This design comes from an exercise in tuning for small area and a short achievable clock period on the open sky130 flow, not from production work. In this exercise RTL edits were held to simulation tests only and were not proved equivalent to the original. Power and IR drop assume default switching activity.

==> branch xenon <==
Design xortally_net, start of the top module:
module xortally_net(
	input clk,
	input rst,
	input [16:0] x1,
	input [16:0] x2,
	input [16:0] w1,
	input [16:0] w2,
	input [16:0] w3,
	input [16:0] w4,
	input [16:0] w5,
	input [16:0] w6,
	input [16:0] b1,
	input [16:0] b2,
	input [16:0] b3,
	output [16:0] h1,
	output [16:0] h2,
	output [16:0] y
);
wire [7:0] lv1, lv2, lv3;
hidden n1(.clk(clk), .rst(rst), .xa(x1), .wa(w1), .xb(x2), .wb(w2), .b(b1), .lv(lv1));
hidden n2(.clk(clk), .rst(rst), .xa(x1), .wa(w3), .xb(x2), .wb(w4), .b(b2), .lv(lv2));
outer n3(.clk(clk), .rst(rst), .la(lv1), .wa(w5), .lb(lv2), .wb(w6), .b(b3), .lv(lv3));
assign h1 = {1'b0, lv1[7], lv1[6], {2{lv1[5]}}, {4{lv1[4]}}, {4{lv1[3]}}, {2{lv1[2]}}, lv1[1], lv1[0]};
assign h2 = {1'b0, lv2[7], lv2[6], {2{lv2[5]}}, {4{lv2[4]}}, {4{lv2[3]}}, {2{lv2[2]}}, lv2[1], lv2[0]};
assign y = {1'b0, lv3[7], lv3[6], {2{lv3[5]}}, {4{lv3[4]}}, {4{lv3[3]}}, {2{lv3[2]}}, lv3[1], lv3[0]};
endmodule
export LEC_CHECK = 0
export ABC_AREA = 1
export CAP_MARGIN = 20
export CORE_MARGIN = 2
export CORE_UTILIZATION = 45
export PLACE_DENSITY = 0.75
export SETUP_SLACK_MARGIN = 4
export SLEW_MARGIN = 20
create_clock -name core_clock -period 11.0 [get_ports {clk}]
standard.sh (not shown) runs the stock make flow with config.mk's settings and CLKGATE_MAP_FILE= SYNTH_SCRIPT=/design/flow/synth_recipe.tcl, a recipe that flattens the netlist after the stock synthesis.
==> flow/flow/run.sh <==
#!/bin/bash
# The standard layout (standard.sh, which runs the ORFS make targets and
# keeps each step's log under orfs/logs), with the port buffers that ORFS's
# buffer_ports adds taken from the smallest buffer cell instead of the one it
# picks itself. Everything else, synthesis included, is the standard flow.
set -o pipefail
export BUFFER_PORTS_ARGS="-buffer_cell sky130_fd_sc_hd__buf_1"
bash standard.sh > standard.log 2>&1
==> branch sierra: changes against branch xenon <==
--- a/flow/config.mk
+++ b/flow/config.mk
@@ -12,3 +12,3 @@
 export PLACE_DENSITY = 0.75
-export SETUP_SLACK_MARGIN = 4
+export SETUP_SLACK_MARGIN = 4.5
 export SLEW_MARGIN = 20
==> results.txt <==
Branch sierra passed the timing, design-rule and antenna checks. Branch xenon went through all stages and came out clean. Clock-buffer cell count is the same in branch xenon and branch sierra. Worst hold slack: branch sierra is better than branch xenon (0.0017 ns). In branch xenon the core utilization is lower than in branch sierra, by 1.1 points. Die area is the same in branch sierra and branch xenon. Against branch sierra, the final cell count of branch xenon is smaller by about 0.4%. Against branch xenon, the total power of branch sierra is larger by 5.4%. Sequential power is about the same in branch sierra and branch xenon. Maximum frequency: branch sierra is higher than branch xenon (about 5.6%). Of branch xenon and branch sierra, branch sierra has the higher first-iteration DRC count (gap 5.7%, measured against branch sierra). Against branch sierra, the critical path depth of branch xenon is lower by 3.
==> figures <==
| item | branch sierra | branch xenon |
|---|---|---|
| Result of the run | no timing/DRC/antenna violations | no timing/DRC/antenna violations |
| Fraction of met3 tracks used by global routing | 3.01% | 2.92% |
| Vias in the first global route | 44200 | 44000 |
| Drt pass-1 iters | 10 | 7 |
| WL final | 137000 um | 135000 um |
| Routed length on met1 | 58100 um | 58100 um |
| Data-path buffer share of cell area in the final layout | 3.94% | 3.17% |
| Internal power consumption | 4.28 mW | 4.02 mW |
| Number of buffers and inverters on the critical path | 6 | 9 |
| Multi-input gate share of the layout cell area | 65.5% | 65.7% |
| Iter 0 DRT Violations | 5207 | 4910 |
| Fill cell total of the finished layout | 9314 | 9465 |
| Total power density per cell area | 212 nW/um2 | 205 nW/um2 |
| Portion of total power attributed to the clock network | 15.3% | 16.1% |
| Total stage count of the critical path | 36 | 33 |
| Util after Layout | 50.0% | 48.9% |
| Combinational group power | 6.37 mW | 5.89 mW |
| # nets final | 7829 | 7792 |
| PnR worst setup slack | 4.71 ns | 4.35 ns |
| Capture point of the critical path | n2.t3[16]$_SDFFE_PP0N_ | n3.t9[7]$_SDFFE_PP0N_ |
| Total routing resource utilization after global routing | 28.6% | 28.5% |
| WL met2 | 62500 um | 61000 um |

========
==> job 5268: inputs <==
Another version of the RTL of xortally_net (not shown whole).
// xortally_net
module xortally_net(
	input clk,
	input rst,
	input [16:0] x1,
	input [16:0] x2,
	input [16:0] w1,
	input [16:0] w2,
	input [16:0] w3,
	input [16:0] w4,
	input [16:0] w5,
	input [16:0] w6,
	input [16:0] b1,
	input [16:0] b2,
	input [16:0] b3,
	output [16:0] h1,
	output [16:0] h2,
	output [16:0] y
);
Settings: LEC_CHECK=0, ABC_AREA=1, CAP_MARGIN=20, CORE_MARGIN=2, CORE_UTILIZATION=45, CTS_BUF_LIST=sky130_fd_sc_hd__clkbuf_2 sky130_fd_sc_hd__clkbuf_4 sky130_fd_sc_hd__clkbuf_8, SETUP_SLACK_MARGIN=4, SLEW_MARGIN=20; clock period 11.0 ns.
Scripts as last shown in full above: flow/flow/run.sh
==> job 9133: changes against job 5268 <==
==> flow/run.sh (new file) <==
#!/bin/bash
# synth_recipe.tcl (not shown) runs the flow's synth.tcl, then flattens the netlist and writes it again
# the make line also repeats each setting of config.mk as NAME=value (left out here)
make -C /OpenROAD-flow-scripts/flow DESIGN_CONFIG=/design/flow/config.mk WORK_HOME=/design/flow/orfs CLKGATE_MAP_FILE= SYNTH_SCRIPT=/design/flow/synth_recipe.tcl finish
--- a/flow/config.mk
+++ b/flow/config.mk
@@ -9,6 +9,5 @@
 export CAP_MARGIN = 20
 export CORE_MARGIN = 2
 export CORE_UTILIZATION = 45
-export CTS_BUF_LIST = sky130_fd_sc_hd__clkbuf_2 sky130_fd_sc_hd__clkbuf_4 sky130_fd_sc_hd__clkbuf_8
-export SETUP_SLACK_MARGIN = 4
+export SETUP_SLACK_MARGIN = 5
 export SLEW_MARGIN = 20
removed: flow/flow/run.sh
removed: flow/standard.sh
==> results.txt <==
Job 9133 finished clean. Job 5268 produced a clean layout. Against job 5268, the via count of job 9133 is larger by about 4.4%. Against job 5268, the core utilization of job 9133 is higher by 7.8 points. Synthesized cell count is the same in job 5268 and job 9133. Sequential power: job 5268 is smaller than job 9133 (about 3%). Between job 9133 and job 5268, the lower wire length is in job 5268 (gap about 9%, measured against job 5268). In job 9133 the hold slack is higher than in job 5268, by 0.0061 ns.
==> figures <==
| metric | job 5268 | job 9133 |
|---|---|---|
| Met3 Resource Use GR | 2.74% | 3.27% |
| Worst R2R Path Depth | 37 | 50 |
| Number of cells on the critical path | 37 | 50 |
| CP peak stage delay | 0.47 ns | 0.41 ns |
| Clock-net power | 1.30 mW | 1.45 mW |
| Sequential cell power | 1.49 mW | 1.53 mW |
| Power density over the cells | 209 nW/um2 | 234 nW/um2 |
| Wirelength, routed | 147000 um | 160000 um |
| Total internal power | 4.16 mW | 5.69 mW |
| Register share of the cell area | 13.8% | 12.2% |
| Status | no timing/DRC/antenna violations | no timing/DRC/antenna violations |
| Critical Path RT | 11.55 ns | 11.46 ns |
| Design Power | 9.34 mW | 12.2 mW |
| Final-layout clock buffer total | 86 | 51 |

## what the ideal ports hide
In the flow no input, the clock included, has a driving cell. The finished layouts below were timed again as built, in two steps. Step 1, drivers: a clkbuf_16 drives clk and a buf_2 each remaining input, both assumed. Step 2 adds t to the input delays and takes it off the output delays; t is the mean of the earliest and latest rising clock arrival at the registers after step 1. Input paths then give back, and output paths get back, about the clock's delay inside the block. Three values: ideal ports, drivers, drivers and shift; two values: the first two.
run	t (ns)	slack for setup (ns)	worst setup path at the end	latest minus earliest clock arrival (ns)
branch xenon	0.647	4.355 / 4.369 / 3.755	input to register	0.056 / 0.057
branch sierra	0.649	4.707 / 4.707 / 4.097	input to register	0.056 / 0.056
job 5268	0.742	4.366 / 4.366 / 3.730	input to register	0.063 / 0.063
job 9133	0.630	4.781 / 4.781 / 4.234	input to register	0.043 / 0.044
After both steps setup and hold are still met in every run listed. The setup slack of job 5268, which loses most, moves by 0.000 ns with the drivers and by -0.636 ns with both steps.
